Context: an optimization exercise on an open-source flow, tuned for small area and a short achievable clock period. The choices shown serve that exercise and are no tape-out recipe.
Where RTL was checked, it was by simulation tests only, not by an equivalence proof against the original.
The clock port is modelled as an ideal driver, which makes a skipped or thinned clock tree look cheaper than it is; a real chip needs a root buffer or a tree.
Power and IR drop assume default switching activity.

==> module fifo, before the edit <==
module fifo(input clk, rstn, re, we_reg, sel, lfd,
	input [7:0] rdata,
	output vld, vo, full, sft,
	output [7:0] dout);
	reg [134:0] mem;         
	reg [15:0]  pos;         
	reg [3:0]   wptr;        
	reg         nfull;
	reg         vld_q;       
	reg [7:0]   data_out;
	reg [5:0]   cnt;         
	reg         cnt_zero;    
	reg [4:0]   tmo;         
	reg         sft_rst;
	reg         clr;         
	reg [8:0] head;
	integer k;
	always @(*) begin
		head = 9'd0;
		for (k = 0; k < 15; k = k + 1)
			head = head | ({9{pos[k]}} & mem[9*k +: 9]);
	end
	wire nempty = ~pos[15];
	wire kill = ~rstn | sft_rst;
	wire wr = we_reg & sel & ~nfull & ~sft_rst;
	wire rd_ok = nempty & ~clr;
	always @(posedge clk)
		if (wr) mem <= {mem[125:0], lfd, rdata};
	wire [15:0] up = {pos[14:0], pos[15]};
	wire [15:0] dn = {pos[0], pos[15:1]};
	wire [15:0] pos_nr = wr ? up : pos;
	wire        nf_nr  = wr ? pos[13] & (wptr != 4'd14) : nfull;
	wire [15:0] pos_r  = rd_ok ? (wr ? pos : dn) : pos_nr;
	wire        nf_r   = rd_ok ? (wr & pos[14] & (wptr != 4'd14)) : nf_nr;
	always @(posedge clk) begin
		if (kill) begin
			pos <= 16'h8000;
			wptr <= 4'd0;
			vld_q <= 1'b0;
			nfull <= 1'b0;
		end else begin
			if (wr)
				wptr <= wptr + 4'd1;
			pos <= re ? pos_r : pos_nr;
			vld_q <= re ? (rd_ok ? (wr | ~pos[0]) : (wr ? ~pos[14] : vld_q))
			            : (wr ? ~pos[14] : vld_q);
			nfull <= re ? nf_r : nf_nr;
		end
	end
	always @(posedge clk) begin
		if (kill | clr)
			data_out <= 8'd0;
		else if (re & nempty)
			data_out <= head[7:0];
	end
	always @(posedge clk)
		clr <= ~kill & ~clr & re & nempty & ~head[8] & (cnt_zero | (cnt == 6'd0)) & (|head[7:0]);
	wire [5:0] cnt_h = head[8] ? head[7:2] : (cnt_zero ? cnt : cnt - 6'd1);
	wire       cz_h  = head[8] ? 1'b0 : (cnt_zero | (cnt == 6'd0));
	always @(posedge clk) begin
		if (kill) begin
			cnt <= 6'd0;
			cnt_zero <= 1'b1;
		end else if (re & nempty) begin
			cnt <= cnt_h;
			cnt_zero <= cz_h;
		end
	end
	wire tmo_end = (tmo == 5'd8);
	always @(posedge clk) begin
		if (~nempty | re | tmo_end)
			tmo <= 5'd1;
		else
			tmo <= {tmo[3:0], tmo[4] ^ tmo[2]};
		sft_rst <= rstn & nempty & ~re & tmo_end;
	end
	assign vld = nempty;
	assign vo = vld_q;
	assign full = nfull;
	assign sft = sft_rst;
	assign dout = data_out;
endmodule
==> module router_top, before the edit <==
module router_top(input clk,rstn,re_0,re_1,re_2,pkt_valid,
	      input[7:0]data_in,
	      output vld_out_0,vld_out_1,vld_out_2,err,busy,
	      output[7:0]data_out_0,data_out_1,data_out_2);
reg st_da, st_lfd, st_wte, st_ld, st_ffs, st_lp, st_laf, st_cpe;
reg [1:0] addr_q;       
reg [1:0] dst;          
reg       lfd;          
reg [7:0] rdata;        
reg [7:0] fbyte;        
reg [7:0] par;          
reg       parity_done, low_pkt_valid, err_q;
wire [2:0] sft;
wire [2:0] vld;
wire [2:0] vo;
wire [2:0] full;
wire fifo_full = (dst == 2'd0) ? full[0] : (dst == 2'd1) ? full[1] : (dst == 2'd2) ? full[2] : 1'b0;
wire we_reg = st_ld | st_lp | st_laf;
wire rst_all = ~rstn | (|sft);
wire hdr_ok = pkt_valid & ~(data_in[1] & data_in[0]);
wire hdr_empty = (data_in[1:0] == 2'd0) ? ~vld[0] : (data_in[1:0] == 2'd1) ? ~vld[1] : ~vld[2];
wire wait_empty = (addr_q == 2'd0) ? ~vld[0] : (addr_q == 2'd1) ? ~vld[1] : (addr_q == 2'd2) ? ~vld[2] : 1'b0;
wire da_n  = (st_da & ~hdr_ok) | (st_laf & parity_done) | (st_cpe & ~fifo_full);
wire lfd_n = (st_da & hdr_ok & hdr_empty) | (st_wte & wait_empty);
wire wte_n = (st_da & hdr_ok & ~hdr_empty) | (st_wte & ~wait_empty);
wire ld_n  = st_lfd | (st_ld & ~fifo_full & pkt_valid) | (st_laf & ~parity_done & ~low_pkt_valid);
wire ffs_n = fifo_full & (st_ld | st_ffs | st_cpe);
wire lp_n  = (st_ld & ~fifo_full & ~pkt_valid) | (st_laf & ~parity_done & low_pkt_valid);
reg busy_q;              
always @(posedge clk) begin
	if (rst_all) begin
		st_da <= 1'b1; st_lfd <= 1'b0; st_wte <= 1'b0; st_ld <= 1'b0;
		st_ffs <= 1'b0; st_lp <= 1'b0; st_laf <= 1'b0; st_cpe <= 1'b0;
		busy_q <= 1'b0;
	end else begin
		st_da  <= da_n;
		st_lfd <= lfd_n;
		st_wte <= wte_n;
		st_ld  <= ld_n;
		st_ffs <= ffs_n;
		st_lp  <= lp_n;
		st_laf <= st_ffs & ~fifo_full;
		st_cpe <= st_lp;
		busy_q <= ~(da_n | ld_n);
	end
end
assign busy = busy_q;
always @(posedge clk) begin
	addr_q <= data_in[1:0];
	lfd <= st_lfd;
end
always @(posedge clk) begin
	if (~rstn)
		dst <= 2'd0;
	else if (st_da)
		dst <= data_in[1:0];
end
always @(posedge clk) begin
	if (~rstn) begin
		rdata <= 8'd0;
		fbyte <= 8'd0;
		par <= 8'd0;
		parity_done <= 1'b0;
		low_pkt_valid <= 1'b0;
		err_q <= 1'b0;
	end else begin
		if (st_da | (st_ld & ~fifo_full))
			rdata <= data_in;
		else if (st_laf)
			rdata <= fbyte;
		if (fifo_full)
			fbyte <= data_in;
		if (st_da)
			par <= data_in;
		else if (st_ld)
			par <= par ^ data_in;
		if (st_da)
			parity_done <= 1'b0;
		else if ((st_laf & low_pkt_valid & ~parity_done) | (st_ld & ~fifo_full & ~pkt_valid))
			parity_done <= 1'b1;
		if (st_cpe)
			low_pkt_valid <= 1'b0;
		else if (st_ld & ~pkt_valid)
			low_pkt_valid <= 1'b1;
		if (st_cpe)
			err_q <= |par;
	end
end
assign err = err_q;
fifo q0(.clk(clk), .rstn(rstn), .re(re_0), .we_reg(we_reg), .sel(dst == 2'd0), .lfd(lfd),
	.rdata(rdata), .vld(vld[0]), .vo(vo[0]), .full(full[0]), .sft(sft[0]), .dout(data_out_0));
fifo q1(.clk(clk), .rstn(rstn), .re(re_1), .we_reg(we_reg), .sel(dst == 2'd1), .lfd(lfd),
	.rdata(rdata), .vld(vld[1]), .vo(vo[1]), .full(full[1]), .sft(sft[1]), .dout(data_out_1));
fifo q2(.clk(clk), .rstn(rstn), .re(re_2), .we_reg(we_reg), .sel(dst == 2'd2), .lfd(lfd),
	.rdata(rdata), .vld(vld[2]), .vo(vo[2]), .full(full[2]), .sft(sft[2]), .dout(data_out_2));
assign vld_out_0 = vo[0];
assign vld_out_1 = vo[1];
assign vld_out_2 = vo[2];
endmodule
Settings: LEC_CHECK=0, CAP_MARGIN=0, CORE_MARGIN=2, CORE_UTILIZATION=60, SETUP_SLACK_MARGIN=3.1, SLEW_MARGIN=0; clock period 5.0 ns.
standard.sh (not shown) runs the stock make flow with config.mk's settings and CLKGATE_MAP_FILE= SYNTH_SCRIPT=/design/flow/synth_recipe.tcl, a recipe that flattens the netlist after the stock synthesis.
==> flow/flow/run.sh <==
#!/bin/bash
# The standard layout, except that the clock tree is built by flow/manual_cts.tcl:
# the clock port drives four root buffers, each driving the leaf buffers of
# about 28 flip-flops apiece. Each tool's output goes to its own log here.
set -euo pipefail
export PRE_CTS_TCL="$PWD/flow/pre_cts.tcl"
export MCTS_PER=28
export MCTS_ROOTS=4
bash standard.sh > standard.log 2>&1
Other scripts of this flow, unchanged in this note and not shown: flow/flow/manual_cts.tcl, flow/flow/pre_cts.tcl
The baseline went through all stages and came out clean.
Change:
--- a/flow/design.v
+++ b/flow/design.v
@@ -6,5 +6,5 @@
 	reg [15:0]  pos;         
 	reg [3:0]   wptr;        
-	reg         nfull;
+	reg         nempty, nfull;
 	reg         vld_q;       
 	reg [7:0]   data_out;
@@ -21,5 +21,4 @@
 			head = head | ({9{pos[k]}} & mem[9*k +: 9]);
 	end
-	wire nempty = ~pos[15];
 	wire kill = ~rstn | sft_rst;
 	wire wr = we_reg & sel & ~nfull & ~sft_rst;
@@ -30,6 +29,8 @@
 	wire [15:0] dn = {pos[0], pos[15:1]};
 	wire [15:0] pos_nr = wr ? up : pos;
+	wire        ne_nr  = wr ? ~pos[14] : nempty;
 	wire        nf_nr  = wr ? pos[13] & (wptr != 4'd14) : nfull;
 	wire [15:0] pos_r  = rd_ok ? (wr ? pos : dn) : pos_nr;
+	wire        ne_r   = rd_ok ? (wr | ~pos[0]) : ne_nr;
 	wire        nf_r   = rd_ok ? (wr & pos[14] & (wptr != 4'd14)) : nf_nr;
 	always @(posedge clk) begin
@@ -37,4 +38,5 @@
 			pos <= 16'h8000;
 			wptr <= 4'd0;
+			nempty <= 1'b0;
 			vld_q <= 1'b0;
 			nfull <= 1'b0;
@@ -43,4 +45,5 @@
 				wptr <= wptr + 4'd1;
 			pos <= re ? pos_r : pos_nr;
+			nempty <= re ? ne_r : ne_nr;
 			vld_q <= re ? (rd_ok ? (wr | ~pos[0]) : (wr ? ~pos[14] : vld_q))
 			            : (wr ? ~pos[14] : vld_q);
@@ -69,5 +72,5 @@
 	wire tmo_end = (tmo == 5'd8);
 	always @(posedge clk) begin
-		if (~nempty | re | tmo_end)
+		if (~rstn | ~nempty | re | tmo_end)
 			tmo <= 5'd1;
 		else
@@ -129,12 +132,13 @@
 assign busy = busy_q;
 always @(posedge clk) begin
-	addr_q <= data_in[1:0];
-	lfd <= st_lfd;
-end
-always @(posedge clk) begin
-	if (~rstn)
+	if (~rstn) begin
+		addr_q <= 2'd0;
 		dst <= 2'd0;
-	else if (st_da)
-		dst <= data_in[1:0];
+		lfd <= 1'b0;
+	end else begin
+		addr_q <= data_in[1:0];
+		if (st_da) dst <= data_in[1:0];
+		lfd <= st_lfd;
+	end
 end
 always @(posedge clk) begin
The changed run finished clean. Via count rises by 1.1%. Sequential share of layout area grows by 0.60 points. Setup slack is better by 0.023 ns. Final area drops by 0.64%. Total power is higher by 1.2%. Global-route usage came out higher by 1.1 points. Maximum frequency goes up by 1.2%.
Only the layout flow was run in the first run of this note; the RTL was not checked for function there. In every run of this note, the design's own scripts or RTL, not TritonCTS, make the clock network.

## what the ideal ports hide
In the flow no input, the clock included, has a driving cell. The finished layouts below were timed again as built, in two steps. Step 1 (the two cells are an assumption about what drives the block):
set clk [get_ports {clk}]
set_driving_cell -lib_cell sky130_fd_sc_hd__clkbuf_16 $clk
set_driving_cell -lib_cell sky130_fd_sc_hd__buf_2 [delete_from_list [all_inputs] $clk]
Step 2, shift: input delay + t, output delay - t, t = (earliest + latest rising clock arrival at the registers) / 2. This alone moves slack from input paths to output paths. a / b / c = no drivers / after step 1 / after step 2; a / b = the first two.
run | shift t [ns] | setup WS [ns] | clock arrival spread, ns
the first run | 0.457 | 3.083 / 3.022 / 2.696 | 0.066 / 0.066
the second run | 0.459 | 3.106 / 3.012 / 2.703 | 0.061 / 0.061
After both steps setup and hold are still met in every run listed. The setup slack of the second run, which loses most, moves by -0.094 ns with the drivers and by -0.403 ns with both steps.
